Background: an optimization exercise with open tools, aiming at small area and a short achievable clock period. Do not read the settings as production practice.
In this exercise RTL edits were held to simulation tests only and were not proved equivalent to the original.
No activity file was given, so power comes from the tool's default toggle rates.

File: flow/run.sh
#!/bin/bash
# synth_recipe.tcl (not shown) runs the flow's synth.tcl, then flattens the netlist and writes it again
# the make line also repeats each setting of config.mk as NAME=value (left out here)
make -C /OpenROAD-flow-scripts/flow DESIGN_CONFIG=/design/flow/config.mk WORK_HOME=/design/flow/orfs CLKGATE_MAP_FILE= SYNTH_SCRIPT=/design/flow/synth_recipe.tcl finish
File: flow/config.mk
export PLATFORM = sky130hd
export DESIGN_NAME = multiplier_logic
export DESIGN_NICKNAME = multiplier_logic
export VERILOG_FILES = /design/flow/design.v
export SDC_FILE = /design/flow/constraint.sdc
export NUM_CORES = 4
export LEC_CHECK = 0
export CAP_MARGIN = 20
export CORE_MARGIN = 2
export CORE_UTILIZATION = 40
export SETUP_SLACK_MARGIN = 2.55
export SLEW_MARGIN = 20
export SYNTH_HIERARCHICAL = 1
export SYNTH_MINIMUM_KEEP_SIZE = 0
File: flow/constraint.sdc
create_clock -name core_clock -period 4.5 [get_ports {clk}]
set_input_delay 0.9000 -clock core_clock [delete_from_list [all_inputs] [get_ports {clk}]]
set_output_delay 0.9000 -clock core_clock [all_outputs]
set_load 0.01 [all_outputs]
File: flow/design.v
module multiplier_logic (
    input  wire        clk,
    input  wire        rst_n,
    input  wire [15:0] a,
    input  wire [15:0] b,
    output reg  [31:0] y
);
  reg r1_a0;
  reg r1_a1;
  reg r1_a2;
  reg r1_a3;
  reg r1_a4;
  reg r1_a5;
  reg r1_a6;
  reg r1_a7;
  reg r1_a8;
  reg r1_a9;
  reg r1_a10;
  reg r1_a11;
  reg r1_a12;
  reg r1_a13;
  reg r1_a14;
  reg r1_a15;
  reg r1_b15;
  reg r1_one1;
  reg r1_two2;
  reg r1_neg3;
  reg r1_one4;
  reg r1_two5;
  reg r1_neg6;
  reg r1_one7;
  reg r1_two8;
  reg r1_neg9;
  reg r1_one10;
  reg r1_two11;
  reg r1_neg12;
  reg r1_one13;
  reg r1_two14;
  reg r1_neg15;
  reg r1_one16;
  reg r1_two17;
  reg r1_neg18;
  reg r1_one19;
  reg r1_two20;
  reg r1_neg21;
  reg r1_one22;
  reg r1_two23;
  reg r1_neg24;
  reg r2_s193;
  reg r2_s195;
  reg r2_s199;
  reg r2_c200;
  reg r2_s201;
  reg r2_p63;
  reg r2_s203;
  reg r2_c202;
  reg r2_c204;
  reg r2_s205;
  reg r2_s207;
  reg r2_s209;
  reg r2_c210;
  reg r2_s213;
  reg r2_c214;
  reg r2_s219;
  reg r2_c218;
  reg r2_s221;
  reg r2_c220;
  reg r2_s223;
  reg r2_s227;
  reg r2_c224;
  reg r2_s229;
  reg r2_s233;
  reg r2_c230;
  reg r2_s235;
  reg r2_c236;
  reg r2_s241;
  reg r2_s243;
  reg r2_s245;
  reg r2_s247;
  reg r2_c242;
  reg r2_c244;
  reg r2_s249;
  reg r2_s253;
  reg r2_s255;
  reg r2_c250;
  reg r2_s257;
  reg r2_s261;
  reg r2_c258;
  reg r2_s263;
  reg r2_s265;
  reg r2_s269;
  reg r2_s271;
  reg r2_c264;
  reg r2_c266;
  reg r2_s273;
  reg r2_s279;
  reg r2_c274;
  reg r2_s281;
  reg r2_s283;
  reg r2_c282;
  reg r2_c284;
  reg r2_s291;
  reg r2_s293;
  reg r2_s297;
  reg r2_c292;
  reg r2_c294;
  reg r2_s299;
  reg r2_s301;
  reg r2_c300;
  reg r2_c302;
  reg r2_s307;
  reg r2_s309;
  reg r2_s311;
  reg r2_s313;
  reg r2_c308;
  reg r2_c310;
  reg r2_s315;
  reg r2_s317;
  reg r2_s319;
  reg r2_c316;
  reg r2_s321;
  reg r2_s325;
  reg r2_c322;
  reg r2_s327;
  reg r2_s331;
  reg r2_c328;
  reg r2_s333;
  reg r2_c332;
  reg r2_s335;
  reg r2_c334;
  reg r2_s337;
  reg r2_s339;
  reg r2_c338;
  reg r2_s341;
  reg r2_c342;
  reg r2_s345;
  reg r2_c346;
  reg r2_s349;
  reg r2_c348;
  reg r2_s351;
  reg r2_c350;
  reg r2_c352;
  reg r2_s353;
  reg r2_s355;
  reg r3_r2_s193;
  reg r3_r2_s195;
  reg r3_r2_s199;
  reg r3_s357;
  reg r3_s361;
  reg r3_s365;
  reg r3_c366;
  reg r3_s367;
  reg r3_r2_c210;
  reg r3_r2_s213;
  reg r3_c368;
  reg r3_r2_c214;
  reg r3_r2_s219;
  reg r3_r2_s223;
  reg r3_s369;
  reg r3_c370;
  reg r3_s371;
  reg r3_c372;
  reg r3_s373;
  reg r3_c374;
  reg r3_s375;
  reg r3_s377;
  reg r3_s379;
  reg r3_c380;
  reg r3_s383;
  reg r3_c384;
  reg r3_s387;
  reg r3_s393;
  reg r3_c392;
  reg r3_s397;
  reg r3_c394;
  reg r3_c398;
  reg r3_s401;
  reg r3_s407;
  reg r3_c406;
  reg r3_s411;
  reg r3_c408;
  reg r3_s417;
  reg r3_c416;
  reg r3_s421;
  reg r3_c418;
  reg r3_s425;
  reg r3_c424;
  reg r3_s427;
  reg r3_c426;
  reg r3_s431;
  reg r3_s435;
  reg r3_s437;
  reg r3_c436;
  reg r3_s439;
  reg r3_s441;
  reg r3_c440;
  reg r3_s443;
  reg r3_r2_s355;
  reg r3_c444;
  wire one1 = b[0] ^ 1'b0;
  wire two2 = (b[1] & ~b[0] & ~1'b0) | (~b[1] & b[0] & 1'b0);
  wire neg3 = b[1];
  wire one4 = b[2] ^ b[1];
  wire two5 = (b[3] & ~b[2] & ~b[1]) | (~b[3] & b[2] & b[1]);
  wire neg6 = b[3];
  wire one7 = b[4] ^ b[3];
  wire two8 = (b[5] & ~b[4] & ~b[3]) | (~b[5] & b[4] & b[3]);
  wire neg9 = b[5];
  wire one10 = b[6] ^ b[5];
  wire two11 = (b[7] & ~b[6] & ~b[5]) | (~b[7] & b[6] & b[5]);
  wire neg12 = b[7];
  wire one13 = b[8] ^ b[7];
  wire two14 = (b[9] & ~b[8] & ~b[7]) | (~b[9] & b[8] & b[7]);
  wire neg15 = b[9];
  wire one16 = b[10] ^ b[9];
  wire two17 = (b[11] & ~b[10] & ~b[9]) | (~b[11] & b[10] & b[9]);
  wire neg18 = b[11];
  wire one19 = b[12] ^ b[11];
  wire two20 = (b[13] & ~b[12] & ~b[11]) | (~b[13] & b[12] & b[11]);
  wire neg21 = b[13];
  wire one22 = b[14] ^ b[13];
  wire two23 = (b[15] & ~b[14] & ~b[13]) | (~b[15] & b[14] & b[13]);
  wire neg24 = b[15];
  wire p25 = ((r1_one1 & r1_a0) | (r1_two2 & 1'b0)) ^ r1_neg3;
  wire p26 = ((r1_one1 & r1_a1) | (r1_two2 & r1_a0)) ^ r1_neg3;
  wire p27 = ((r1_one1 & r1_a2) | (r1_two2 & r1_a1)) ^ r1_neg3;
  wire p28 = ((r1_one1 & r1_a3) | (r1_two2 & r1_a2)) ^ r1_neg3;
  wire p29 = ((r1_one1 & r1_a4) | (r1_two2 & r1_a3)) ^ r1_neg3;
  wire p30 = ((r1_one1 & r1_a5) | (r1_two2 & r1_a4)) ^ r1_neg3;
  wire p31 = ((r1_one1 & r1_a6) | (r1_two2 & r1_a5)) ^ r1_neg3;
  wire p32 = ((r1_one1 & r1_a7) | (r1_two2 & r1_a6)) ^ r1_neg3;
  wire p33 = ((r1_one1 & r1_a8) | (r1_two2 & r1_a7)) ^ r1_neg3;
  wire p34 = ((r1_one1 & r1_a9) | (r1_two2 & r1_a8)) ^ r1_neg3;
  wire p35 = ((r1_one1 & r1_a10) | (r1_two2 & r1_a9)) ^ r1_neg3;
  wire p36 = ((r1_one1 & r1_a11) | (r1_two2 & r1_a10)) ^ r1_neg3;
  wire p37 = ((r1_one1 & r1_a12) | (r1_two2 & r1_a11)) ^ r1_neg3;
  wire p38 = ((r1_one1 & r1_a13) | (r1_two2 & r1_a12)) ^ r1_neg3;
  wire p39 = ((r1_one1 & r1_a14) | (r1_two2 & r1_a13)) ^ r1_neg3;
  wire p40 = ((r1_one1 & r1_a15) | (r1_two2 & r1_a14)) ^ r1_neg3;
  wire p41 = ((r1_one1 & 1'b0) | (r1_two2 & r1_a15)) ^ r1_neg3;
  wire ns42 = ~r1_neg3;
  wire ng43 = r1_neg3;
  wire p44 = ((r1_one4 & r1_a0) | (r1_two5 & 1'b0)) ^ r1_neg6;
  wire p45 = ((r1_one4 & r1_a1) | (r1_two5 & r1_a0)) ^ r1_neg6;
  wire p46 = ((r1_one4 & r1_a2) | (r1_two5 & r1_a1)) ^ r1_neg6;
  wire p47 = ((r1_one4 & r1_a3) | (r1_two5 & r1_a2)) ^ r1_neg6;
  wire p48 = ((r1_one4 & r1_a4) | (r1_two5 & r1_a3)) ^ r1_neg6;
  wire p49 = ((r1_one4 & r1_a5) | (r1_two5 & r1_a4)) ^ r1_neg6;
  wire p50 = ((r1_one4 & r1_a6) | (r1_two5 & r1_a5)) ^ r1_neg6;
  wire p51 = ((r1_one4 & r1_a7) | (r1_two5 & r1_a6)) ^ r1_neg6;
  wire p52 = ((r1_one4 & r1_a8) | (r1_two5 & r1_a7)) ^ r1_neg6;
  wire p53 = ((r1_one4 & r1_a9) | (r1_two5 & r1_a8)) ^ r1_neg6;
  wire p54 = ((r1_one4 & r1_a10) | (r1_two5 & r1_a9)) ^ r1_neg6;
  wire p55 = ((r1_one4 & r1_a11) | (r1_two5 & r1_a10)) ^ r1_neg6;
  wire p56 = ((r1_one4 & r1_a12) | (r1_two5 & r1_a11)) ^ r1_neg6;
  wire p57 = ((r1_one4 & r1_a13) | (r1_two5 & r1_a12)) ^ r1_neg6;
  wire p58 = ((r1_one4 & r1_a14) | (r1_two5 & r1_a13)) ^ r1_neg6;
  wire p59 = ((r1_one4 & r1_a15) | (r1_two5 & r1_a14)) ^ r1_neg6;
  wire p60 = ((r1_one4 & 1'b0) | (r1_two5 & r1_a15)) ^ r1_neg6;
  wire ns61 = ~r1_neg6;
  wire ng62 = r1_neg6;
  wire p63 = ((r1_one7 & r1_a0) | (r1_two8 & 1'b0)) ^ r1_neg9;
  wire p64 = ((r1_one7 & r1_a1) | (r1_two8 & r1_a0)) ^ r1_neg9;
  wire p65 = ((r1_one7 & r1_a2) | (r1_two8 & r1_a1)) ^ r1_neg9;
  wire p66 = ((r1_one7 & r1_a3) | (r1_two8 & r1_a2)) ^ r1_neg9;
  wire p67 = ((r1_one7 & r1_a4) | (r1_two8 & r1_a3)) ^ r1_neg9;
  wire p68 = ((r1_one7 & r1_a5) | (r1_two8 & r1_a4)) ^ r1_neg9;
  wire p69 = ((r1_one7 & r1_a6) | (r1_two8 & r1_a5)) ^ r1_neg9;
  wire p70 = ((r1_one7 & r1_a7) | (r1_two8 & r1_a6)) ^ r1_neg9;
  wire p71 = ((r1_one7 & r1_a8) | (r1_two8 & r1_a7)) ^ r1_neg9;
  wire p72 = ((r1_one7 & r1_a9) | (r1_two8 & r1_a8)) ^ r1_neg9;
  wire p73 = ((r1_one7 & r1_a10) | (r1_two8 & r1_a9)) ^ r1_neg9;
  wire p74 = ((r1_one7 & r1_a11) | (r1_two8 & r1_a10)) ^ r1_neg9;
  wire p75 = ((r1_one7 & r1_a12) | (r1_two8 & r1_a11)) ^ r1_neg9;
  wire p76 = ((r1_one7 & r1_a13) | (r1_two8 & r1_a12)) ^ r1_neg9;
  wire p77 = ((r1_one7 & r1_a14) | (r1_two8 & r1_a13)) ^ r1_neg9;
  wire p78 = ((r1_one7 & r1_a15) | (r1_two8 & r1_a14)) ^ r1_neg9;
  wire p79 = ((r1_one7 & 1'b0) | (r1_two8 & r1_a15)) ^ r1_neg9;
  wire ns80 = ~r1_neg9;
  wire ng81 = r1_neg9;
  wire p82 = ((r1_one10 & r1_a0) | (r1_two11 & 1'b0)) ^ r1_neg12;
  wire p83 = ((r1_one10 & r1_a1) | (r1_two11 & r1_a0)) ^ r1_neg12;
  wire p84 = ((r1_one10 & r1_a2) | (r1_two11 & r1_a1)) ^ r1_neg12;
  wire p85 = ((r1_one10 & r1_a3) | (r1_two11 & r1_a2)) ^ r1_neg12;
  wire p86 = ((r1_one10 & r1_a4) | (r1_two11 & r1_a3)) ^ r1_neg12;
  wire p87 = ((r1_one10 & r1_a5) | (r1_two11 & r1_a4)) ^ r1_neg12;
  wire p88 = ((r1_one10 & r1_a6) | (r1_two11 & r1_a5)) ^ r1_neg12;
  wire p89 = ((r1_one10 & r1_a7) | (r1_two11 & r1_a6)) ^ r1_neg12;
  wire p90 = ((r1_one10 & r1_a8) | (r1_two11 & r1_a7)) ^ r1_neg12;
  wire p91 = ((r1_one10 & r1_a9) | (r1_two11 & r1_a8)) ^ r1_neg12;
  wire p92 = ((r1_one10 & r1_a10) | (r1_two11 & r1_a9)) ^ r1_neg12;
  wire p93 = ((r1_one10 & r1_a11) | (r1_two11 & r1_a10)) ^ r1_neg12;
  wire p94 = ((r1_one10 & r1_a12) | (r1_two11 & r1_a11)) ^ r1_neg12;
  wire p95 = ((r1_one10 & r1_a13) | (r1_two11 & r1_a12)) ^ r1_neg12;
  wire p96 = ((r1_one10 & r1_a14) | (r1_two11 & r1_a13)) ^ r1_neg12;
  wire p97 = ((r1_one10 & r1_a15) | (r1_two11 & r1_a14)) ^ r1_neg12;
  wire p98 = ((r1_one10 & 1'b0) | (r1_two11 & r1_a15)) ^ r1_neg12;
  wire ns99 = ~r1_neg12;
  wire ng100 = r1_neg12;
  wire p101 = ((r1_one13 & r1_a0) | (r1_two14 & 1'b0)) ^ r1_neg15;
  wire p102 = ((r1_one13 & r1_a1) | (r1_two14 & r1_a0)) ^ r1_neg15;
  wire p103 = ((r1_one13 & r1_a2) | (r1_two14 & r1_a1)) ^ r1_neg15;
  wire p104 = ((r1_one13 & r1_a3) | (r1_two14 & r1_a2)) ^ r1_neg15;
  wire p105 = ((r1_one13 & r1_a4) | (r1_two14 & r1_a3)) ^ r1_neg15;
  wire p106 = ((r1_one13 & r1_a5) | (r1_two14 & r1_a4)) ^ r1_neg15;
  wire p107 = ((r1_one13 & r1_a6) | (r1_two14 & r1_a5)) ^ r1_neg15;
  wire p108 = ((r1_one13 & r1_a7) | (r1_two14 & r1_a6)) ^ r1_neg15;
  wire p109 = ((r1_one13 & r1_a8) | (r1_two14 & r1_a7)) ^ r1_neg15;
  wire p110 = ((r1_one13 & r1_a9) | (r1_two14 & r1_a8)) ^ r1_neg15;
  wire p111 = ((r1_one13 & r1_a10) | (r1_two14 & r1_a9)) ^ r1_neg15;
  wire p112 = ((r1_one13 & r1_a11) | (r1_two14 & r1_a10)) ^ r1_neg15;
  wire p113 = ((r1_one13 & r1_a12) | (r1_two14 & r1_a11)) ^ r1_neg15;
  wire p114 = ((r1_one13 & r1_a13) | (r1_two14 & r1_a12)) ^ r1_neg15;
  wire p115 = ((r1_one13 & r1_a14) | (r1_two14 & r1_a13)) ^ r1_neg15;
  wire p116 = ((r1_one13 & r1_a15) | (r1_two14 & r1_a14)) ^ r1_neg15;
  wire p117 = ((r1_one13 & 1'b0) | (r1_two14 & r1_a15)) ^ r1_neg15;
  wire ns118 = ~r1_neg15;
  wire ng119 = r1_neg15;
  wire p120 = ((r1_one16 & r1_a0) | (r1_two17 & 1'b0)) ^ r1_neg18;
  wire p121 = ((r1_one16 & r1_a1) | (r1_two17 & r1_a0)) ^ r1_neg18;
  wire p122 = ((r1_one16 & r1_a2) | (r1_two17 & r1_a1)) ^ r1_neg18;
  wire p123 = ((r1_one16 & r1_a3) | (r1_two17 & r1_a2)) ^ r1_neg18;
  wire p124 = ((r1_one16 & r1_a4) | (r1_two17 & r1_a3)) ^ r1_neg18;
  wire p125 = ((r1_one16 & r1_a5) | (r1_two17 & r1_a4)) ^ r1_neg18;
  wire p126 = ((r1_one16 & r1_a6) | (r1_two17 & r1_a5)) ^ r1_neg18;
  wire p127 = ((r1_one16 & r1_a7) | (r1_two17 & r1_a6)) ^ r1_neg18;
  wire p128 = ((r1_one16 & r1_a8) | (r1_two17 & r1_a7)) ^ r1_neg18;
  wire p129 = ((r1_one16 & r1_a9) | (r1_two17 & r1_a8)) ^ r1_neg18;
  wire p130 = ((r1_one16 & r1_a10) | (r1_two17 & r1_a9)) ^ r1_neg18;
  wire p131 = ((r1_one16 & r1_a11) | (r1_two17 & r1_a10)) ^ r1_neg18;
  wire p132 = ((r1_one16 & r1_a12) | (r1_two17 & r1_a11)) ^ r1_neg18;
  wire p133 = ((r1_one16 & r1_a13) | (r1_two17 & r1_a12)) ^ r1_neg18;
  wire p134 = ((r1_one16 & r1_a14) | (r1_two17 & r1_a13)) ^ r1_neg18;
  wire p135 = ((r1_one16 & r1_a15) | (r1_two17 & r1_a14)) ^ r1_neg18;
  wire p136 = ((r1_one16 & 1'b0) | (r1_two17 & r1_a15)) ^ r1_neg18;
  wire ns137 = ~r1_neg18;
  wire ng138 = r1_neg18;
  wire p139 = ((r1_one19 & r1_a0) | (r1_two20 & 1'b0)) ^ r1_neg21;
  wire p140 = ((r1_one19 & r1_a1) | (r1_two20 & r1_a0)) ^ r1_neg21;
  wire p141 = ((r1_one19 & r1_a2) | (r1_two20 & r1_a1)) ^ r1_neg21;
  wire p142 = ((r1_one19 & r1_a3) | (r1_two20 & r1_a2)) ^ r1_neg21;
  wire p143 = ((r1_one19 & r1_a4) | (r1_two20 & r1_a3)) ^ r1_neg21;
  wire p144 = ((r1_one19 & r1_a5) | (r1_two20 & r1_a4)) ^ r1_neg21;
  wire p145 = ((r1_one19 & r1_a6) | (r1_two20 & r1_a5)) ^ r1_neg21;
  wire p146 = ((r1_one19 & r1_a7) | (r1_two20 & r1_a6)) ^ r1_neg21;
  wire p147 = ((r1_one19 & r1_a8) | (r1_two20 & r1_a7)) ^ r1_neg21;
  wire p148 = ((r1_one19 & r1_a9) | (r1_two20 & r1_a8)) ^ r1_neg21;
  wire p149 = ((r1_one19 & r1_a10) | (r1_two20 & r1_a9)) ^ r1_neg21;
  wire p150 = ((r1_one19 & r1_a11) | (r1_two20 & r1_a10)) ^ r1_neg21;
  wire p151 = ((r1_one19 & r1_a12) | (r1_two20 & r1_a11)) ^ r1_neg21;
  wire p152 = ((r1_one19 & r1_a13) | (r1_two20 & r1_a12)) ^ r1_neg21;
  wire p153 = ((r1_one19 & r1_a14) | (r1_two20 & r1_a13)) ^ r1_neg21;
  wire p154 = ((r1_one19 & r1_a15) | (r1_two20 & r1_a14)) ^ r1_neg21;
  wire p155 = ((r1_one19 & 1'b0) | (r1_two20 & r1_a15)) ^ r1_neg21;
  wire ns156 = ~r1_neg21;
  wire ng157 = r1_neg21;
  wire p158 = ((r1_one22 & r1_a0) | (r1_two23 & 1'b0)) ^ r1_neg24;
  wire p159 = ((r1_one22 & r1_a1) | (r1_two23 & r1_a0)) ^ r1_neg24;
  wire p160 = ((r1_one22 & r1_a2) | (r1_two23 & r1_a1)) ^ r1_neg24;
  wire p161 = ((r1_one22 & r1_a3) | (r1_two23 & r1_a2)) ^ r1_neg24;
  wire p162 = ((r1_one22 & r1_a4) | (r1_two23 & r1_a3)) ^ r1_neg24;
  wire p163 = ((r1_one22 & r1_a5) | (r1_two23 & r1_a4)) ^ r1_neg24;
  wire p164 = ((r1_one22 & r1_a6) | (r1_two23 & r1_a5)) ^ r1_neg24;
  wire p165 = ((r1_one22 & r1_a7) | (r1_two23 & r1_a6)) ^ r1_neg24;
  wire p166 = ((r1_one22 & r1_a8) | (r1_two23 & r1_a7)) ^ r1_neg24;
  wire p167 = ((r1_one22 & r1_a9) | (r1_two23 & r1_a8)) ^ r1_neg24;
  wire p168 = ((r1_one22 & r1_a10) | (r1_two23 & r1_a9)) ^ r1_neg24;
  wire p169 = ((r1_one22 & r1_a11) | (r1_two23 & r1_a10)) ^ r1_neg24;
  wire p170 = ((r1_one22 & r1_a12) | (r1_two23 & r1_a11)) ^ r1_neg24;
  wire p171 = ((r1_one22 & r1_a13) | (r1_two23 & r1_a12)) ^ r1_neg24;
  wire p172 = ((r1_one22 & r1_a14) | (r1_two23 & r1_a13)) ^ r1_neg24;
  wire p173 = ((r1_one22 & r1_a15) | (r1_two23 & r1_a14)) ^ r1_neg24;
  wire p174 = ((r1_one22 & 1'b0) | (r1_two23 & r1_a15)) ^ r1_neg24;
  wire ns175 = ~r1_neg24;
  wire ng176 = r1_neg24;
  wire p177 = r1_a0 & r1_b15;
  wire p178 = r1_a1 & r1_b15;
  wire p179 = r1_a2 & r1_b15;
  wire p180 = r1_a3 & r1_b15;
  wire p181 = r1_a4 & r1_b15;
  wire p182 = r1_a5 & r1_b15;
  wire p183 = r1_a6 & r1_b15;
  wire p184 = r1_a7 & r1_b15;
  wire p185 = r1_a8 & r1_b15;
  wire p186 = r1_a9 & r1_b15;
  wire p187 = r1_a10 & r1_b15;
  wire p188 = r1_a11 & r1_b15;
  wire p189 = r1_a12 & r1_b15;
  wire p190 = r1_a13 & r1_b15;
  wire p191 = r1_a14 & r1_b15;
  wire p192 = r1_a15 & r1_b15;
  wire s193 = ng43 ^ p25;
  wire c194 = ng43 & p25;
  wire s195 = p26 ^ c194;
  wire c196 = p26 & c194;
  wire s197, c198;
  mult_fa u_s197 (.x(ng62), .y(p27), .z(p44), .s(s197), .c(c198));
  wire s199 = c196 ^ s197;
  wire c200 = c196 & s197;
  wire s201, c202;
  mult_fa u_s201 (.x(p28), .y(p45), .z(c198), .s(s201), .c(c202));
  wire s203, c204;
  mult_fa u_s203 (.x(ng81), .y(p29), .z(p46), .s(s203), .c(c204));
  wire s205, c206;
  mult_fa u_s205 (.x(p30), .y(p47), .z(p64), .s(s205), .c(c206));
  wire s207, c208;
  mult_fa u_s207 (.x(ng100), .y(p31), .z(p48), .s(s207), .c(c208));
  wire s209, c210;
  mult_fa u_s209 (.x(p65), .y(p82), .z(c206), .s(s209), .c(c210));
  wire s211, c212;
  mult_fa u_s211 (.x(p32), .y(p49), .z(p66), .s(s211), .c(c212));
  wire s213, c214;
  mult_fa u_s213 (.x(p83), .y(c208), .z(s211), .s(s213), .c(c214));
  wire s215, c216;
  mult_fa u_s215 (.x(ng119), .y(p101), .z(p33), .s(s215), .c(c216));
  wire s217, c218;
  mult_fa u_s217 (.x(p50), .y(p67), .z(p84), .s(s217), .c(c218));
  wire s219, c220;
  mult_fa u_s219 (.x(c212), .y(s215), .z(s217), .s(s219), .c(c220));
  wire s221, c222;
  mult_fa u_s221 (.x(p102), .y(p34), .z(p51), .s(s221), .c(c222));
  wire s223, c224;
  mult_fa u_s223 (.x(p68), .y(p85), .z(c216), .s(s223), .c(c224));
  wire s225, c226;
  mult_fa u_s225 (.x(ng138), .y(p103), .z(p120), .s(s225), .c(c226));
  wire s227, c228;
  mult_fa u_s227 (.x(p35), .y(p52), .z(p69), .s(s227), .c(c228));
  wire s229, c230;
  mult_fa u_s229 (.x(p86), .y(c222), .z(s225), .s(s229), .c(c230));
  wire s231, c232;
  mult_fa u_s231 (.x(p104), .y(p121), .z(p36), .s(s231), .c(c232));
  wire s233, c234;
  mult_fa u_s233 (.x(p53), .y(p70), .z(p87), .s(s233), .c(c234));
  wire s235, c236;
  mult_fa u_s235 (.x(c226), .y(c228), .z(s231), .s(s235), .c(c236));
  wire s237, c238;
  mult_fa u_s237 (.x(ng157), .y(p105), .z(p122), .s(s237), .c(c238));
  wire s239, c240;
  mult_fa u_s239 (.x(p139), .y(p37), .z(p54), .s(s239), .c(c240));
  wire s241, c242;
  mult_fa u_s241 (.x(p71), .y(p88), .z(c232), .s(s241), .c(c242));
  wire s243, c244;
  mult_fa u_s243 (.x(c234), .y(s237), .z(s239), .s(s243), .c(c244));
  wire s245, c246;
  mult_fa u_s245 (.x(p106), .y(p123), .z(p140), .s(s245), .c(c246));
  wire s247, c248;
  mult_fa u_s247 (.x(p38), .y(p55), .z(p72), .s(s247), .c(c248));
  wire s249, c250;
  mult_fa u_s249 (.x(p89), .y(c238), .z(c240), .s(s249), .c(c250));
  wire s251, c252;
  mult_fa u_s251 (.x(ng176), .y(p107), .z(p124), .s(s251), .c(c252));
  wire s253, c254;
  mult_fa u_s253 (.x(p141), .y(p158), .z(p39), .s(s253), .c(c254));
  wire s255, c256;
  mult_fa u_s255 (.x(p56), .y(p73), .z(p90), .s(s255), .c(c256));
  wire s257, c258;
  mult_fa u_s257 (.x(c246), .y(c248), .z(s251), .s(s257), .c(c258));
  wire s259, c260;
  mult_fa u_s259 (.x(p108), .y(p125), .z(p142), .s(s259), .c(c260));
  wire s261, c262;
  mult_fa u_s261 (.x(p159), .y(p40), .z(p57), .s(s261), .c(c262));
  wire s263, c264;
  mult_fa u_s263 (.x(p74), .y(p91), .z(c252), .s(s263), .c(c264));
  wire s265, c266;
  mult_fa u_s265 (.x(c254), .y(c256), .z(s259), .s(s265), .c(c266));
  wire s267, c268;
  mult_fa u_s267 (.x(p177), .y(p109), .z(p126), .s(s267), .c(c268));
  wire s269, c270;
  mult_fa u_s269 (.x(p143), .y(p160), .z(p41), .s(s269), .c(c270));
  wire s271, c272;
  mult_fa u_s271 (.x(p58), .y(p75), .z(p92), .s(s271), .c(c272));
  wire s273, c274;
  mult_fa u_s273 (.x(c260), .y(c262), .z(s267), .s(s273), .c(c274));
  wire s275, c276;
  mult_fa u_s275 (.x(1'b1), .y(ns42), .z(p178), .s(s275), .c(c276));
  wire s277, c278;
  mult_fa u_s277 (.x(p110), .y(p127), .z(p144), .s(s277), .c(c278));
  wire s279, c280;
  mult_fa u_s279 (.x(p161), .y(p59), .z(p76), .s(s279), .c(c280));
  wire s281, c282;
  mult_fa u_s281 (.x(p93), .y(s275), .z(c268), .s(s281), .c(c282));
  wire s283, c284;
  mult_fa u_s283 (.x(c270), .y(c272), .z(s277), .s(s283), .c(c284));
  wire s285, c286;
  mult_fa u_s285 (.x(1'b1), .y(p179), .z(p111), .s(s285), .c(c286));
  wire s287, c288;
  mult_fa u_s287 (.x(p128), .y(p145), .z(p162), .s(s287), .c(c288));
  wire s289, c290;
  mult_fa u_s289 (.x(p60), .y(p77), .z(p94), .s(s289), .c(c290));
  wire s291, c292;
  mult_fa u_s291 (.x(c276), .y(c278), .z(c280), .s(s291), .c(c292));
  wire s293, c294;
  mult_fa u_s293 (.x(s285), .y(s287), .z(s289), .s(s293), .c(c294));
  wire s295, c296;
  mult_fa u_s295 (.x(ns61), .y(p180), .z(p112), .s(s295), .c(c296));
  wire s297, c298;
  mult_fa u_s297 (.x(p129), .y(p146), .z(p163), .s(s297), .c(c298));
  wire s299, c300;
  mult_fa u_s299 (.x(p78), .y(p95), .z(c286), .s(s299), .c(c300));
  wire s301, c302;
  mult_fa u_s301 (.x(c288), .y(c290), .z(s295), .s(s301), .c(c302));
  wire s303, c304;
  mult_fa u_s303 (.x(1'b1), .y(p181), .z(p113), .s(s303), .c(c304));
  wire s305, c306;
  mult_fa u_s305 (.x(p130), .y(p147), .z(p164), .s(s305), .c(c306));
  wire s307, c308;
  mult_fa u_s307 (.x(p79), .y(p96), .z(c296), .s(s307), .c(c308));
  wire s309, c310;
  mult_fa u_s309 (.x(c298), .y(s303), .z(s305), .s(s309), .c(c310));
  wire s311, c312;
  mult_fa u_s311 (.x(ns80), .y(p182), .z(p114), .s(s311), .c(c312));
  wire s313, c314;
  mult_fa u_s313 (.x(p131), .y(p148), .z(p165), .s(s313), .c(c314));
  wire s315, c316;
  mult_fa u_s315 (.x(p97), .y(c304), .z(c306), .s(s315), .c(c316));
  wire s317, c318;
  mult_fa u_s317 (.x(1'b1), .y(p183), .z(p115), .s(s317), .c(c318));
  wire s319, c320;
  mult_fa u_s319 (.x(p132), .y(p149), .z(p166), .s(s319), .c(c320));
  wire s321, c322;
  mult_fa u_s321 (.x(p98), .y(c312), .z(c314), .s(s321), .c(c322));
  wire s323, c324;
  mult_fa u_s323 (.x(ns99), .y(p184), .z(p116), .s(s323), .c(c324));
  wire s325, c326;
  mult_fa u_s325 (.x(p133), .y(p150), .z(p167), .s(s325), .c(c326));
  wire s327, c328;
  mult_fa u_s327 (.x(c318), .y(c320), .z(s323), .s(s327), .c(c328));
  wire s329, c330;
  mult_fa u_s329 (.x(1'b1), .y(p185), .z(p117), .s(s329), .c(c330));
  wire s331, c332;
  mult_fa u_s331 (.x(p134), .y(p151), .z(p168), .s(s331), .c(c332));
  wire s333, c334;
  mult_fa u_s333 (.x(c324), .y(c326), .z(s329), .s(s333), .c(c334));
  wire s335, c336;
  mult_fa u_s335 (.x(ns118), .y(p186), .z(p135), .s(s335), .c(c336));
  wire s337, c338;
  mult_fa u_s337 (.x(p152), .y(p169), .z(c330), .s(s337), .c(c338));
  wire s339, c340;
  mult_fa u_s339 (.x(1'b1), .y(p187), .z(p136), .s(s339), .c(c340));
  wire s341, c342;
  mult_fa u_s341 (.x(p153), .y(p170), .z(c336), .s(s341), .c(c342));
  wire s343, c344;
  mult_fa u_s343 (.x(ns137), .y(p188), .z(p154), .s(s343), .c(c344));
  wire s345, c346;
  mult_fa u_s345 (.x(p171), .y(c340), .z(s343), .s(s345), .c(c346));
  wire s347, c348;
  mult_fa u_s347 (.x(1'b1), .y(p189), .z(p155), .s(s347), .c(c348));
  wire s349, c350;
  mult_fa u_s349 (.x(p172), .y(c344), .z(s347), .s(s349), .c(c350));
  wire s351, c352;
  mult_fa u_s351 (.x(ns156), .y(p190), .z(p173), .s(s351), .c(c352));
  wire s353, c354;
  mult_fa u_s353 (.x(1'b1), .y(p191), .z(p174), .s(s353), .c(c354));
  wire s355, c356;
  mult_fa u_s355 (.x(ns175), .y(p192), .z(c354), .s(s355), .c(c356));
  wire s357 = r2_c200 ^ r2_s201;
  wire c358 = r2_c200 & r2_s201;
  wire s359, c360;
  mult_fa u_s359 (.x(r2_c202), .y(r2_p63), .z(r2_s203), .s(s359), .c(c360));
  wire s361 = c358 ^ s359;
  wire c362 = c358 & s359;
  wire s363, c364;
  mult_fa u_s363 (.x(r2_c204), .y(r2_s205), .z(c360), .s(s363), .c(c364));
  wire s365 = c362 ^ s363;
  wire c366 = c362 & s363;
  wire s367, c368;
  mult_fa u_s367 (.x(r2_s207), .y(r2_s209), .z(c364), .s(s367), .c(c368));
  wire s369, c370;
  mult_fa u_s369 (.x(r2_c218), .y(r2_c220), .z(r2_s221), .s(s369), .c(c370));
  wire s371, c372;
  mult_fa u_s371 (.x(r2_c224), .y(r2_s227), .z(r2_s229), .s(s371), .c(c372));
  wire s373, c374;
  mult_fa u_s373 (.x(r2_c230), .y(r2_s233), .z(r2_s235), .s(s373), .c(c374));
  wire s375, c376;
  mult_fa u_s375 (.x(r2_c236), .y(r2_s241), .z(r2_s243), .s(s375), .c(c376));
  wire s377, c378;
  mult_fa u_s377 (.x(r2_c242), .y(r2_c244), .z(r2_s245), .s(s377), .c(c378));
  wire s379, c380;
  mult_fa u_s379 (.x(r2_s247), .y(r2_s249), .z(c376), .s(s379), .c(c380));
  wire s381, c382;
  mult_fa u_s381 (.x(r2_c250), .y(r2_s253), .z(r2_s255), .s(s381), .c(c382));
  wire s383, c384;
  mult_fa u_s383 (.x(r2_s257), .y(c378), .z(s381), .s(s383), .c(c384));
  wire s385, c386;
  mult_fa u_s385 (.x(r2_c258), .y(r2_s261), .z(r2_s263), .s(s385), .c(c386));
  wire s387, c388;
  mult_fa u_s387 (.x(r2_s265), .y(c382), .z(s385), .s(s387), .c(c388));
  wire s389, c390;
  mult_fa u_s389 (.x(r2_c264), .y(r2_c266), .z(r2_s269), .s(s389), .c(c390));
  wire s391, c392;
  mult_fa u_s391 (.x(r2_s271), .y(r2_s273), .z(c386), .s(s391), .c(c392));
  wire s393, c394;
  mult_fa u_s393 (.x(s389), .y(c388), .z(s391), .s(s393), .c(c394));
  wire s395, c396;
  mult_fa u_s395 (.x(r2_c274), .y(r2_s279), .z(r2_s281), .s(s395), .c(c396));
  wire s397, c398;
  mult_fa u_s397 (.x(r2_s283), .y(c390), .z(s395), .s(s397), .c(c398));
  wire s399, c400;
  mult_fa u_s399 (.x(r2_c282), .y(r2_c284), .z(r2_s291), .s(s399), .c(c400));
  wire s401, c402;
  mult_fa u_s401 (.x(r2_s293), .y(c396), .z(s399), .s(s401), .c(c402));
  wire s403, c404;
  mult_fa u_s403 (.x(r2_c292), .y(r2_c294), .z(r2_s297), .s(s403), .c(c404));
  wire s405, c406;
  mult_fa u_s405 (.x(r2_s299), .y(r2_s301), .z(c400), .s(s405), .c(c406));
  wire s407, c408;
  mult_fa u_s407 (.x(s403), .y(c402), .z(s405), .s(s407), .c(c408));
  wire s409, c410;
  mult_fa u_s409 (.x(r2_c300), .y(r2_c302), .z(r2_s307), .s(s409), .c(c410));
  wire s411, c412;
  mult_fa u_s411 (.x(r2_s309), .y(c404), .z(s409), .s(s411), .c(c412));
  wire s413, c414;
  mult_fa u_s413 (.x(r2_c308), .y(r2_c310), .z(r2_s311), .s(s413), .c(c414));
  wire s415, c416;
  mult_fa u_s415 (.x(r2_s313), .y(r2_s315), .z(c410), .s(s415), .c(c416));
  wire s417, c418;
  mult_fa u_s417 (.x(s413), .y(c412), .z(s415), .s(s417), .c(c418));
  wire s419, c420;
  mult_fa u_s419 (.x(r2_c316), .y(r2_s317), .z(r2_s319), .s(s419), .c(c420));
  wire s421, c422;
  mult_fa u_s421 (.x(r2_s321), .y(c414), .z(s419), .s(s421), .c(c422));
  wire s423, c424;
  mult_fa u_s423 (.x(r2_c322), .y(r2_s325), .z(r2_s327), .s(s423), .c(c424));
  wire s425, c426;
  mult_fa u_s425 (.x(c420), .y(s423), .z(c422), .s(s425), .c(c426));
  wire s427, c428;
  mult_fa u_s427 (.x(r2_c328), .y(r2_s331), .z(r2_s333), .s(s427), .c(c428));
  wire s429, c430;
  mult_fa u_s429 (.x(r2_c332), .y(r2_c334), .z(r2_s335), .s(s429), .c(c430));
  wire s431, c432;
  mult_fa u_s431 (.x(r2_s337), .y(c428), .z(s429), .s(s431), .c(c432));
  wire s433, c434;
  mult_fa u_s433 (.x(r2_c338), .y(r2_s339), .z(r2_s341), .s(s433), .c(c434));
  wire s435, c436;
  mult_fa u_s435 (.x(c430), .y(s433), .z(c432), .s(s435), .c(c436));
  wire s437, c438;
  mult_fa u_s437 (.x(r2_c342), .y(r2_s345), .z(c434), .s(s437), .c(c438));
  wire s439, c440;
  mult_fa u_s439 (.x(r2_c346), .y(r2_s349), .z(c438), .s(s439), .c(c440));
  wire s441, c442;
  mult_fa u_s441 (.x(r2_c348), .y(r2_c350), .z(r2_s351), .s(s441), .c(c442));
  wire s443, c444;
  mult_fa u_s443 (.x(r2_c352), .y(r2_s353), .z(c442), .s(s443), .c(c444));
  wire s445 = r3_c368 ^ r3_r2_c210;
  wire c446 = r3_c368 & r3_r2_c210;
  wire s447 = r3_r2_c214 ^ r3_r2_s219;
  wire c448 = r3_r2_c214 & r3_r2_s219;
  wire s449 = r3_r2_s223 ^ r3_s369;
  wire c450 = r3_r2_s223 & r3_s369;
  wire s451 = r3_c370 ^ r3_s371;
  wire c452 = r3_c370 & r3_s371;
  wire s453 = r3_c372 ^ r3_s373;
  wire c454 = r3_c372 & r3_s373;
  wire s455 = r3_c374 ^ r3_s375;
  wire c456 = r3_c374 & r3_s375;
  wire s457 = r3_s377 ^ r3_s379;
  wire c458 = r3_s377 & r3_s379;
  wire s459 = r3_c380 ^ r3_s383;
  wire c460 = r3_c380 & r3_s383;
  wire s461 = r3_c384 ^ r3_s387;
  wire c462 = r3_c384 & r3_s387;
  wire s463 = r3_c392 ^ r3_c394;
  wire c464 = r3_c392 & r3_c394;
  wire s465 = r3_c398 ^ r3_s401;
  wire c466 = r3_c398 & r3_s401;
  wire s467 = r3_c406 ^ r3_c408;
  wire c468 = r3_c406 & r3_c408;
  wire s469 = r3_c416 ^ r3_c418;
  wire c470 = r3_c416 & r3_c418;
  wire s471 = r3_c424 ^ r3_c426;
  wire c472 = r3_c424 & r3_c426;
  wire [31:0] ra = {r3_c444, r3_s443, r3_c440, r3_s439, r3_c436, r3_s435, r3_s431, r3_s427, r3_s425, r3_s421, r3_s417, r3_s411, r3_s407, c464, r3_s397, r3_s393, c460, c458, c456, c454, c452, c450, c448, c446, r3_r2_s213, r3_c366, r3_s365, r3_s361, r3_s357, r3_r2_s199, r3_r2_s195, r3_r2_s193};
  wire [31:0] rb = {r3_r2_s355, 1'b0, r3_s441, 1'b0, r3_s437, 1'b0, c472, s471, c470, s469, c468, s467, c466, s465, s463, c462, s461, s459, s457, s455, s453, s451, s449, s447, s445, r3_s367, 1'b0, 1'b0, 1'b0, 1'b0, 1'b0, 1'b0};
  wire [20:0] plo = ra[19:0] + rb[19:0];
  reg [20:0] r4_plo;
  reg [11:0] r4_ha, r4_hb;
  always @(posedge clk) begin r4_plo <= plo; r4_ha <= ra[31:20]; r4_hb <= rb[31:20]; end
  wire [11:0] phi = r4_ha + r4_hb + r4_plo[20];
  wire [31:0] prod = {phi, r4_plo[19:0]};
  always @(posedge clk) begin
    r1_a0 <= a[0];
    r1_a1 <= a[1];
    r1_a2 <= a[2];
    r1_a3 <= a[3];
    r1_a4 <= a[4];
    r1_a5 <= a[5];
    r1_a6 <= a[6];
    r1_a7 <= a[7];
    r1_a8 <= a[8];
    r1_a9 <= a[9];
    r1_a10 <= a[10];
    r1_a11 <= a[11];
    r1_a12 <= a[12];
    r1_a13 <= a[13];
    r1_a14 <= a[14];
    r1_a15 <= a[15];
    r1_b15 <= b[15];
    r1_one1 <= one1;
    r1_two2 <= two2;
    r1_neg3 <= neg3;
    r1_one4 <= one4;
    r1_two5 <= two5;
    r1_neg6 <= neg6;
    r1_one7 <= one7;
    r1_two8 <= two8;
    r1_neg9 <= neg9;
    r1_one10 <= one10;
    r1_two11 <= two11;
    r1_neg12 <= neg12;
    r1_one13 <= one13;
    r1_two14 <= two14;
    r1_neg15 <= neg15;
    r1_one16 <= one16;
    r1_two17 <= two17;
    r1_neg18 <= neg18;
    r1_one19 <= one19;
    r1_two20 <= two20;
    r1_neg21 <= neg21;
    r1_one22 <= one22;
    r1_two23 <= two23;
    r1_neg24 <= neg24;
    r2_s193 <= s193;
    r2_s195 <= s195;
    r2_s199 <= s199;
    r2_c200 <= c200;
    r2_s201 <= s201;
    r2_p63 <= p63;
    r2_s203 <= s203;
    r2_c202 <= c202;
    r2_c204 <= c204;
    r2_s205 <= s205;
    r2_s207 <= s207;
    r2_s209 <= s209;
    r2_c210 <= c210;
    r2_s213 <= s213;
    r2_c214 <= c214;
    r2_s219 <= s219;
    r2_c218 <= c218;
    r2_s221 <= s221;
    r2_c220 <= c220;
    r2_s223 <= s223;
    r2_s227 <= s227;
    r2_c224 <= c224;
    r2_s229 <= s229;
    r2_s233 <= s233;
    r2_c230 <= c230;
    r2_s235 <= s235;
    r2_c236 <= c236;
    r2_s241 <= s241;
    r2_s243 <= s243;
    r2_s245 <= s245;
    r2_s247 <= s247;
    r2_c242 <= c242;
    r2_c244 <= c244;
    r2_s249 <= s249;
    r2_s253 <= s253;
    r2_s255 <= s255;
    r2_c250 <= c250;
    r2_s257 <= s257;
    r2_s261 <= s261;
    r2_c258 <= c258;
    r2_s263 <= s263;
    r2_s265 <= s265;
    r2_s269 <= s269;
    r2_s271 <= s271;
    r2_c264 <= c264;
    r2_c266 <= c266;
    r2_s273 <= s273;
    r2_s279 <= s279;
    r2_c274 <= c274;
    r2_s281 <= s281;
    r2_s283 <= s283;
    r2_c282 <= c282;
    r2_c284 <= c284;
    r2_s291 <= s291;
    r2_s293 <= s293;
    r2_s297 <= s297;
    r2_c292 <= c292;
    r2_c294 <= c294;
    r2_s299 <= s299;
    r2_s301 <= s301;
    r2_c300 <= c300;
    r2_c302 <= c302;
    r2_s307 <= s307;
    r2_s309 <= s309;
    r2_s311 <= s311;
    r2_s313 <= s313;
    r2_c308 <= c308;
    r2_c310 <= c310;
    r2_s315 <= s315;
    r2_s317 <= s317;
    r2_s319 <= s319;
    r2_c316 <= c316;
    r2_s321 <= s321;
    r2_s325 <= s325;
    r2_c322 <= c322;
    r2_s327 <= s327;
    r2_s331 <= s331;
    r2_c328 <= c328;
    r2_s333 <= s333;
    r2_c332 <= c332;
    r2_s335 <= s335;
    r2_c334 <= c334;
    r2_s337 <= s337;
    r2_s339 <= s339;
    r2_c338 <= c338;
    r2_s341 <= s341;
    r2_c342 <= c342;
    r2_s345 <= s345;
    r2_c346 <= c346;
    r2_s349 <= s349;
    r2_c348 <= c348;
    r2_s351 <= s351;
    r2_c350 <= c350;
    r2_c352 <= c352;
    r2_s353 <= s353;
    r2_s355 <= s355;
    r3_r2_s193 <= r2_s193;
    r3_r2_s195 <= r2_s195;
    r3_r2_s199 <= r2_s199;
    r3_s357 <= s357;
    r3_s361 <= s361;
    r3_s365 <= s365;
    r3_c366 <= c366;
    r3_s367 <= s367;
    r3_r2_c210 <= r2_c210;
    r3_r2_s213 <= r2_s213;
    r3_c368 <= c368;
    r3_r2_c214 <= r2_c214;
    r3_r2_s219 <= r2_s219;
    r3_r2_s223 <= r2_s223;
    r3_s369 <= s369;
    r3_c370 <= c370;
    r3_s371 <= s371;
    r3_c372 <= c372;
    r3_s373 <= s373;
    r3_c374 <= c374;
    r3_s375 <= s375;
    r3_s377 <= s377;
    r3_s379 <= s379;
    r3_c380 <= c380;
    r3_s383 <= s383;
    r3_c384 <= c384;
    r3_s387 <= s387;
    r3_s393 <= s393;
    r3_c392 <= c392;
    r3_s397 <= s397;
    r3_c394 <= c394;
    r3_c398 <= c398;
    r3_s401 <= s401;
    r3_s407 <= s407;
    r3_c406 <= c406;
    r3_s411 <= s411;
    r3_c408 <= c408;
    r3_s417 <= s417;
    r3_c416 <= c416;
    r3_s421 <= s421;
    r3_c418 <= c418;
    r3_s425 <= s425;
    r3_c424 <= c424;
    r3_s427 <= s427;
    r3_c426 <= c426;
    r3_s431 <= s431;
    r3_s435 <= s435;
    r3_s437 <= s437;
    r3_c436 <= c436;
    r3_s439 <= s439;
    r3_s441 <= s441;
    r3_c440 <= c440;
    r3_s443 <= s443;
    r3_r2_s355 <= r2_s355;
    r3_c444 <= c444;
  end
  reg [3:0] v;
  always @(posedge clk) begin
    if (!rst_n) begin
      v <= 4'd0;
      y <= 32'd0;
    end else begin
      v <= {v[2:0], 1'b1};
      y <= v[3] ? prod : 32'd0;
    end
  end
endmodule
module mult_fa (input wire x, input wire y, input wire z, output wire s, output wire c);
  assign s = x ^ y ^ z;
  assign c = (x & y) | (x & z) | (y & z);
endmodule
==> results of run 1 <==
[cell type report]
cell class,instances,area [µm²]
Clock buffer,40,807
Clock inverter,11,149
Fill cell,2550,14200
Inverter,17,63.8
Multi-Input combinational cell,639,7030
Sequential cell,269,5540
Tap cell,390,488
Timing Repair Buffer,162,1520
[worst register-to-register path: cells and delay by family (launching register included)]
| kind | cells | cell delay (ns) |
|---|---|---|
| and+or+nand+nor | 1 | 0.16 |
| buffers and inverters | 2 | 0.34 |
| DFF | 1 | 0.39 |
| adders and majority gates | 2 | 0.98 |
[per-module statistics from Yosys (local to each module, per instance)]
module            cells inside  flops+latches  times used
mult_fa                      1              0         120
multiplier_logic           885            269           1
[power by group]
group / internal (mW) / switching (mW)
sequential: 3.27 / 0.456
clock: 1.42 / 0.917
combinational: 2.08 / 2.00
total: 6.77 / 3.37
[worst max path at each step]
stage                       endpoint        from  slack (ns)  depth (start not counted)
after floorplan              r2_s219    r1_one10        2.54                          6
after global placement         y[28]       rst_n        1.59                          4
after detailed placement       y[28]       rst_n        1.55                          4
after CTS                 r4_plo[20]  r3_r2_s223        2.49                          7
after global routing           y[30]  r4_plo[20]        2.42                          8
final                        r2_s349      r1_a12        2.50                          5
[routing by layer]
metal | up-vias | global-route usage [%] | wire (µm)
li1 | 3594 | - | -
met1 | 3745 | 24.3 | 12700
met2 | 292 | 26.3 | 12400
met3 | 56 | 3.13 | 1960
met4 | 0 | 6.23 | 758
met5 | - | 0 | 0
[state kept, by name, indices dropped and copies added (netlist names), 4 cells and up]
register,flops
r4_ha,12
v,4
y,32
r4_plo,21
r4_hb,9
[stage by stage]
| step | area, µm² | cells | worst slack (ns) |
|---|---|---|---|
| 2_1_floorplan | 12700 | 1012 | 2.54 |
| 3_3_place_gp | 13200 | 1385 | 1.59 |
| 3_5_place_dp | 13200 | 1386 | 1.55 |
| 4_1_cts | 14800 | 1479 | 2.49 |
| 5_1_grt | 15600 | 1528 | 2.42 |
| 6_report | 15600 | 1528 | 2.50 |
[cell usage after synthesis (all sizes together) (3+ instances only)]
library cell	number	area share [%]
a211oi	3	0.19
a21o	5	0.31
a21oi	16	0.69
a22oi	120	7.4
and2	25	1.3
and3	21	1.1
buf	19	0.73
clkbuf	68	2.1
dfxtp	269	44
fa	123	20
ha	40	4.1
inv	17	0.52
nand2	29	0.89
nand2b	7	0.36
nand3	6	0.25
nand3b	7	0.43
nor2	12	0.37
nor2b	7	0.36
nor3	7	0.29
o21a	4	0.25
o21ai	16	0.66
o21bai	3	0.19
o31a	3	0.22
xnor2	140	10
xor2	13	0.94
[logic make-up (layout without fill, tap and decap cells)]
group	Yosys count	count (layout)	share of synthesized area (%)
flip-flops	269	269	44.2
AO/OA/AOI/OAI	182	182	10.9
adder cells (fa/ha/maj)	163	163	24.3
XOR/XNOR	153	153	11.0
AND/OR/NAND/NOR	130	130	5.89
buffers and inverters	104	230	3.35
multiplexers	3	3	0.288
other	1	8	0.0308
[timing repair]
action,CTS,global route
endpoints found under the setup margin,133,47
endpoints found under the hold margin,0,0
pin swaps,5,43
gates resized for setup,241,81
setup buffers,42,49
==> impl_metrics.toml, run 1 <==
[status]
status = "no timing/DRC/antenna violations"

[worst_setup_path]
reg2reg_depth = 5
crit_slowest_cell = "fa_1"
rr_endpoint = "r2_s349"
cpMostUsedCell = "fa_1"
critical_path_required_ns = 4.90
r2r-start = "r1_a12"
path_delay_family = "adder cells"
worst-path-buf-inv = 2
worstPathArrival_ns = 2.40
end_kind = "flop"
r2r_slack_ns = 2.50
crit_path_start_kind = "flop"
crit_chain = "clkbuf_4 > buf_4 > and2_1 > fa_1 > fa_1"
max_stage_delay_ns = 0.56
crit_type = "flop to flop"
path_max_fanout = 6

[route]
ant_nets = 0
wl_per_cell_um = 18.2
routed-via-count = 7687
wirelength_um = 27800
drcViolationCount = 0
viasPerCell = 5.03
first_pass_iters = 7
drt-initial-drc-count = 656

[sta]
worst_slew_pin_slew_ns = 0.619
rsz0062_at_grt = "true"
finalHoldViolCount = 0
maxSlewViolCount = 0
period_share_pct = 44.4
fmax_mhz = 501
setup_viol = 0
final.min_clock_period_ns = 2.00
relSlewSlack_pct = 58.7
clock_skew_ns = 0.0190
whs_ns = 0.323
fin_setup_tns_ns = 0

[clock_network]
cts-root-buf = "clkbuf_16"
cts-hold-fix-buffers = 0
clkTransAtPathRegs_ns = 0.06
cts_tree = "built"
clock_latency_ns = 0.54
cts-htree-levels = 1
numClockSinks = 269
cts_buffers = 28
cts_max_path_buffers = 3

[run]
maxCapViolations = 0

[yosys]
synthFlopType = "dfxtp_1"
yosysSeqAreaShare_pct = 44.2
synth.avg_cell_area_um2 = 12.1
yosys.cell_types.count = 48
syn-cell-area_um2 = 12200
ys_seq_elements = 269
async_flop_share_pct = 0
synth_edf_count = 0
yosys_warnings = 7
synthesis.instances = 1005

[min_path]
hold_depth = 0
hp-class = "flop to flop"
hold_path_end = "r4_ha[8]"
hold_start = "r3_s439"

[placement]
gp_congestion = 0.814
port_buffers = 65
hpwl_um = 16700

[floorplanning]
io-pin-count = 66
start_util_pct = 40.9
die_area_um2 = 31800
core_um2 = 29800
dieHeight_um = 178
row_count = 63
die_w_um = 178

[global_routing]
antenna_found_initial = 0
first_global_vias = 7668
grt_usage_pct = 17.2
grt_max_degree = 29
grt_pass1_wl_um = 42400
grt_overflow_total = 0

[final_layout]
drive_above_1_share_pct = 29.7
antenna_cells = 0
final_common_cell = "dfxtp_1"
fin_util_pct = 52.3
mostFrequentLayoutCells = "222 x dfxtp_1, 132 x xnor2_1, 105 x fa_1, 76 x a22oi_1, 65 x buf_4"
nets = 1314
area_growth_pct = 28.1

[power]
pwr_density_cell_nw_per_um2 = 651
leakage_nw = 6.13
total_power_mw = 10.1
peakVddDrop_v = 0.000328
==> run 2, diff against run 1 <==
--- a/flow/config.mk
+++ b/flow/config.mk
@@ -5,10 +5,11 @@
 export SDC_FILE = /design/flow/constraint.sdc
 export NUM_CORES = 4
 export LEC_CHECK = 0
+export ABC_CLOCK_PERIOD_IN_PS = 1500
 export CAP_MARGIN = 20
 export CORE_MARGIN = 2
 export CORE_UTILIZATION = 40
-export SETUP_SLACK_MARGIN = 2.55
+export SETUP_SLACK_MARGIN = 2.5
 export SLEW_MARGIN = 20
 export SYNTH_HIERARCHICAL = 1
 export SYNTH_MINIMUM_KEEP_SIZE = 0
==> impl_metrics.toml, run 2 <==
[sta]
maxSlewViolCount = 0
fin_setup_tns_ns = 0
setup_viol = 0
period_share_pct = 45.0
rsz0062_at_grt = "true"
fin_ws_ns = 2.48
worst_slew_pin_slew_ns = 0.691
clock_skew_ns = 0.0283
final.min_clock_period_ns = 2.02
finalHoldViolCount = 0
relSlewSlack_pct = 53.8
fmax_mhz = 494

[yosys]
yosys-top-cells-count = "269 x dfxtp_1, 140 x xnor2_1, 123 x fa_1"
syn-cell-area_um2 = 12200
synth_area_leaders = "dfxtp_1 44%, fa_1 20%, xnor2_1 10%, a22oi_1 7.4%, ha_1 4.1%"
synthesis.instances = 1005
ys_seq_elements = 269
synth_edf_count = 0
yosysTopAreaCell = "dfxtp_1"
yosys_warnings = 7
synth.most_common_cell = "dfxtp_1"
synth_top_area_share_pct = 44.2
yosysSeqAreaShare_pct = 44.2
synthFlopType = "dfxtp_1"
synth.avg_cell_area_um2 = 12.1
async_flop_share_pct = 0
yosys.cell_types.count = 48

[worst_setup_path]
r2r-start = "r1_a8"
end_kind = "flop"
path_max_fanout = 10
crit_path_start_kind = "flop"
worstPathArrival_ns = 2.45
crit_type = "flop to flop"
r2r_slack_ns = 2.48
reg2reg_depth = 5
rr_endpoint = "r2_s265"
critical_path_required_ns = 4.92

[route]
ant_nets = 0
drt-initial-drc-count = 524
wl_per_cell_um = 17.3
viasPerCell = 4.98
drcViolationCount = 0
first_pass_iters = 5
wirelength_um = 25400
routed-via-count = 7312

[clock_network]
cts_buffers = 28
clkTransAtPathRegs_ns = 0.06
cts-htree-levels = 1
cts-hold-fix-buffers = 0
cts-root-buf = "clkbuf_16"
numClockSinks = 269
cts_tree = "built"
clock_latency_ns = 0.55
cts_max_path_buffers = 3

[final_layout]
antenna_cells = 0
reg_top3 = "y (32), r4_plo (21), r4_ha (12)"
top_register = "y"
nets = 1256
mostFrequentLayoutCells = "227 x dfxtp_1, 140 x xnor2_1, 118 x fa_1, 115 x a22oi_1, 37 x dfxtp_4"
largest_register_ffs = 32
fillers = 2655
drive_above_1_share_pct = 19.0
final_common_cell = "dfxtp_1"
area_growth_pct = 19.4

[global_routing]
grt_usage_pct = 15.9
grt_pass1_wl_um = 40000
grt_max_degree = 36
first_global_vias = 7425
grt_overflow_total = 0
antenna_found_initial = 0

[placement]
pre_cts_slack_ns = 2.01
gp_congestion = 0.815
hpwl_um = 16700
port_buffers = 65

[min_path]
hp-class = "flop to flop"
hold_path_end = "r4_hb[7]"
hold_depth = 0
hold_start = "r3_s437"

[power]
leakage_nw = 5.72
pwr_density_cell_nw_per_um2 = 671
peakVddDrop_v = 0.000336

[floorplanning]
dieHeight_um = 178
die_w_um = 178
io-pin-count = 66
die_area_um2 = 31800
core_um2 = 29800
row_count = 63
start_util_pct = 40.9

[status]
status = "no timing/DRC/antenna violations"

[run]
maxCapViolations = 0
## run 2: cell types whose count changed in the layout (fill, tap and decap cells not counted), moves of 8 or more
cell | before | now
buf_12 | 17 | 2
a22oi_1 | 76 | 115
xnor2_2 | 8 | 0
buf_4 | 65 | 32
buf_2 | 32 | 23
clkbuf_2 | 0 | 9
xnor2_1 | 132 | 140
a22oi_2 | 44 | 5
fa_1 | 105 | 118
fa_2 | 18 | 5
## run 2: how the worst max path moves through the flow
stage	start	end	slack, ns	cells after the start
finish	r1_a8	r2_s265	2.48	5
detailed placement	r1_neg6	r2_s213	2.01	3
floorplan	r1_one16	r2_s243	2.49	6
CTS	y[5]	y[5]	2.50	1
global placement	rst_n	y[28]	2.01	5
global route	r3_c384	r4_plo[19]	2.41	6
## run 2: routing by layer
metal,GRT usage [%],vias up,share of wire (%)
met5,0,-,0
li1,-,3464,-
met2,24.6,262,44
met1,22.8,3546,47
met3,2.86,40,7.6
met4,4.23,0,2.1
## run 2: power breakdown
| group | switching (mW) | internal [mW] | total (mW) | leakage [nW] |
|---|---|---|---|---|
| sequential | 0.487 | 3.26 | 3.75 | 2.27 |
| combinational | 1.76 | 1.76 | 3.53 | 2.95 |
| clock | 0.935 | 1.54 | 2.47 | 0.500 |
| total | 3.19 | 6.57 | 9.75 | 5.72 |
## run 2: what timing repair did
action	in CTS	in global routing
buffers inserted	1	32
setup endpoints to repair	106	69
gates resized for setup	180	61
pin swaps	4	9
## run 2: modules after synthesis (local to each module, per instance)
module	times used	cell area, µm²	flip-flops and latches
mult_fa	120	20.0	0
multiplier_logic	1	9770	269
## run 2: cells by family (layout without fill, tap and decap cells)
kind of cell / after synthesis / after routing / share of synthesized area [%]
compound gates: 182 / 182 / 10.9
xor+xnor: 153 / 153 / 11.0
fa+ha+maj: 163 / 163 / 24.3
buf+inv: 104 / 169 / 3.35
flops: 269 / 269 / 44.2
mux: 3 / 3 / 0.288
other cells: 1 / 8 / 0.0308
simple gates: 130 / 130 / 5.89
## run 2: layout make-up
| type | instances | area [µm²] | share of cell area, % |
|---|---|---|---|
| Tap cell | 390 | 488 | 3.36 |
| Clock inverter | 16 | 268 | 1.84 |
| Inverter | 17 | 63.8 | 0.439 |
| Multi-Input combinational cell | 639 | 6610 | 45.5 |
| Sequential cell | 269 | 5530 | 38.1 |
| Clock buffer | 32 | 746 | 5.13 |
| Timing Repair Buffer | 104 | 827 | 5.69 |
## run 2: worst max-delay path, cell delays in order (launching register included)
cell and delay [ns]:
dfxtp_4 0.47, buf_6 0.20, a22oi_1 0.11, xnor2_1 0.16, fa_1 0.46, fa_1 0.49
## run 2: through the flow
step	cells	power [mW]	area [µm²]	utilization, %	hold WS, ns
floorplan	1012	6.07	12300	-	0.310
global placement	1386	6.89	13000	43.8	0.312
detailed placement	1386	6.96	13000	43.8	0.312
CTS	1435	9.69	14300	48.1	0.326
global route	1467	10.6	14500	48.8	0.328
finish	1467	9.75	14500	48.8	0.325
==> run 3, diff against run 2 <==
==> flow/flow/run.sh (new file) <==
#!/bin/bash
# Layout: the standard flow (standard.sh), with the port buffers that
# global placement inserts made from plain buf_1 cells instead of the tool's
# default pick; repair_timing still resizes them where timing needs it.
set -euo pipefail
export BUFFER_PORTS_ARGS="-buffer_cell sky130_fd_sc_hd__buf_1"
bash standard.sh > standard_flow.log 2>&1
==> flow/standard.sh (new file) <==
#!/bin/bash
# synth_recipe.tcl (not shown) runs the flow's synth.tcl, then flattens the netlist and writes it again
# the make line also repeats each setting of config.mk as NAME=value (left out here)
make -C /OpenROAD-flow-scripts/flow DESIGN_CONFIG=/design/flow/config.mk WORK_HOME=/design/flow/orfs CLKGATE_MAP_FILE= SYNTH_SCRIPT=/design/flow/synth_recipe.tcl "${@:-finish}"
--- a/flow/config.mk
+++ b/flow/config.mk
@@ -5,7 +5,6 @@
 export SDC_FILE = /design/flow/constraint.sdc
 export NUM_CORES = 4
 export LEC_CHECK = 0
-export ABC_CLOCK_PERIOD_IN_PS = 1500
 export CAP_MARGIN = 20
 export CORE_MARGIN = 2
 export CORE_UTILIZATION = 40
removed: flow/run.sh
==> impl_metrics.toml, run 3 <==
[final_layout]
mostFrequentLayoutCells = "227 x dfxtp_1, 139 x xnor2_1, 119 x fa_1, 116 x a22oi_1, 65 x buf_1"
regArea_um2 = 5540
top_register = "y"
final_common_cell = "dfxtp_1"
reg_top3 = "y (32), r4_plo (21), r4_ha (12)"
drive_above_1_share_pct = 17.0
antenna_cells = 0
largest_register_ffs = 32
fillers = 2724
nets = 1267
area_growth_pct = 18.8
multi_input_area_um2 = 6620

[yosys]
yosys-top-cells-count = "269 x dfxtp_1, 140 x xnor2_1, 123 x fa_1"
syn-cell-area_um2 = 12200
synthesis.instances = 1005
yosysTopAreaCell = "dfxtp_1"
synth_top_area_share_pct = 44.2
yosys_warnings = 7
synthFlopType = "dfxtp_1"
synth_edf_count = 0
async_flop_share_pct = 0
synth.most_common_cell = "dfxtp_1"
synth_area_leaders = "dfxtp_1 44%, fa_1 20%, xnor2_1 10%, a22oi_1 7.4%, ha_1 4.1%"
ys_seq_elements = 269
synth.avg_cell_area_um2 = 12.1
yosys.cell_types.count = 48
yosysSeqAreaShare_pct = 44.2

[worst_setup_path]
crit_path_start = "r1_a7"
critical_path_required_ns = 4.90
worstPathArrival_ns = 2.46
cp-endpoint = "r2_s327"
path_max_fanout = 10
crit_slowest_cell = "fa_1"
end_kind = "flop"
reg2reg_depth = 5
r2r-start = "r1_a7"
crit_path_start_kind = "flop"
crit_type = "flop to flop"
cpMostUsedCell = "fa_1"
r2r_slack_ns = 2.45
max_stage_delay_ns = 0.50
crit_chain = "buf_4 > a22oi_1 > xnor2_1 > fa_1 > fa_1"
rr_endpoint = "r2_s327"

[sta]
finalHoldViolCount = 0
fmax_mhz = 487
maxSlewViolCount = 0
rsz0062_at_grt = "true"
setup_viol = 0
clock_skew_ns = 0.0125
whs_ns = 0.324
period_share_pct = 45.6
final.min_clock_period_ns = 2.05
fin_setup_tns_ns = 0

[floorplanning]
core_um2 = 29800
row_count = 63
dieHeight_um = 178
start_util_pct = 40.9
die_w_um = 178
die_area_um2 = 31800
io-pin-count = 66

[power]
peakVddDrop_v = 0.000336
leakage_nw = 5.59
pwr_density_cell_nw_per_um2 = 681

[route]
wirelength_um = 26800
drcViolationCount = 0
routed-via-count = 7431
first_pass_iters = 6
wl_per_cell_um = 18.1
drt-initial-drc-count = 562
viasPerCell = 5.02
ant_nets = 0

[clock_network]
cts-hold-fix-buffers = 0
cts-htree-levels = 1
cts-root-buf = "clkbuf_16"
cts_tree = "built"
cts_max_path_buffers = 3
numClockSinks = 269
cts_buffers = 28
clkTransAtPathRegs_ns = 0.06
clock_latency_ns = 0.54

[global_routing]
antenna_found_initial = 0
grt_pass1_wl_um = 41600
first_global_vias = 7593
grt_overflow_total = 0
grt_usage_pct = 16.7
grt_max_degree = 36

[placement]
port_buffers = 65
gp_congestion = 0.836
hpwl_um = 17000

[run]
maxCapViolations = 0

[status]
status = "no timing/DRC/antenna violations"

[min_path]
hp-class = "flop to flop"
hold_start = "r3_s417"
[run 3: cell counts after synthesis]
No cell type changed its count.
[run 3: repair_timing]
item	4_1_cts	5_1_grt
resized for setup	94	38
gates cloned	0	0
buffers inserted	4	40
setup endpoints to repair	83	32
pin swaps	10	15
[run 3: area by class of cell]
cell class | instances | share of cell area, %
clock buffers | 38 | 5.60
well taps | 390 | 3.37
inverters | 17 | 0.441
repair buffers | 115 | 5.01
multi-input cells | 639 | 45.8
flip-flops and latches | 269 | 38.3
clock inverters | 12 | 1.53
[run 3: cells by family after synthesis]
family                   Yosys count  share of synthesized area, %
AO/OA/AOI/OAI                    182                          10.9
buffers and inverters            104                          3.35
multiplexers                       3                         0.288
XOR/XNOR                         153                          11.0
flip-flops                       269                          44.2
other                              1                        0.0308
AND/OR/NAND/NOR                  130                          5.89
adder cells (fa/ha/maj)          163                          24.3
[run 3: worst min path at each step]
| stage | to | slack, ns | cells past startpoint |
|---|---|---|---|
| finish | r4_ha[1] | 0.32 | 0 |
| global route | r4_ha[1] | 0.32 | 0 |
| CTS | r4_ha[1] | 0.32 | 0 |
| detailed placement | r4_ha[11] | 0.31 | 0 |
| global placement | r4_ha[2] | 0.31 | 0 |
| floorplan | r3_r2_c210 | 0.31 | 0 |
[run 3: critical path, delay by kind of cell, from the launching register on]
kind	cells	cell delay, ns
adders and majority gates	2	0.95
AOI/OAI and AO/OA	1	0.10
DFF	1	0.46
buffers and inverters	1	0.24
xor gates and xnor gates	1	0.16
[run 3: metal layers]
layer | global-route usage [%] | share of wire [%]
met4 | 5.01 | 2.5
met1 | 23.9 | 46
met3 | 3.50 | 9.2
met5 | 0 | 0
met2 | 25.4 | 43
[run 3: where the power goes]
group | switching, mW | internal [mW]
logic | 1.80 | 1.77
clock network | 0.920 | 1.60
registers | 0.495 | 3.26
total | 3.22 | 6.64
[run 3: per-stage QoR]
stage	cells	power [mW]	instance area, µm²	util [%]	worst slack [ns]
final	1480	9.85	14500	48.5	2.45
after detailed placement	1386	6.94	12600	42.4	2.00
after CTS	1440	9.69	13900	46.8	2.48
after floorplan	1012	6.07	12300	-	2.49
after global placement	1386	6.86	12600	42.4	2.03
after global routing	1480	10.7	14500	48.5	2.37
[run 3: Yosys stat by module (local to each module, per instance)]
module	cells inside	area, µm²
mult_fa	1	20.0
multiplier_logic	885	9770

re-timing with driven ports:
The flow's constraints put no driver on any port. The routed layouts listed below were extracted and timed again, unchanged, in two steps. Step 1 (the two cells are an assumption about what drives the block):
set clk [get_ports {clk}]
set_driving_cell -lib_cell sky130_fd_sc_hd__clkbuf_16 $clk
set_driving_cell -lib_cell sky130_fd_sc_hd__buf_2 [delete_from_list [all_inputs] $clk]
Step 2 times the ports against the registers' clock, not the clock port: input delays grow and output delays shrink by t, the midpoint of the rising clock arrivals with the driver on. a / b / c = no drivers / after step 1 / after step 2; a / b = the first two.
| run | shift t [ns] | setup slack, ns | latest minus earliest clock arrival (ns) |
|---|---|---|---|
| run 1 | 0.577 | 2.504 / 2.504 / 2.159 | 0.019 / 0.019 |
| run 2 | 0.589 | 2.477 / 2.477 / 2.094 | 0.032 / 0.032 |
| run 3 | 0.581 | 2.448 / 2.448 / 2.374 | 0.015 / 0.015 |
After both steps setup and hold are still met in every run listed. The setup slack of run 2, which loses most, moves by 0.000 ns with the drivers and by -0.383 ns with both steps.
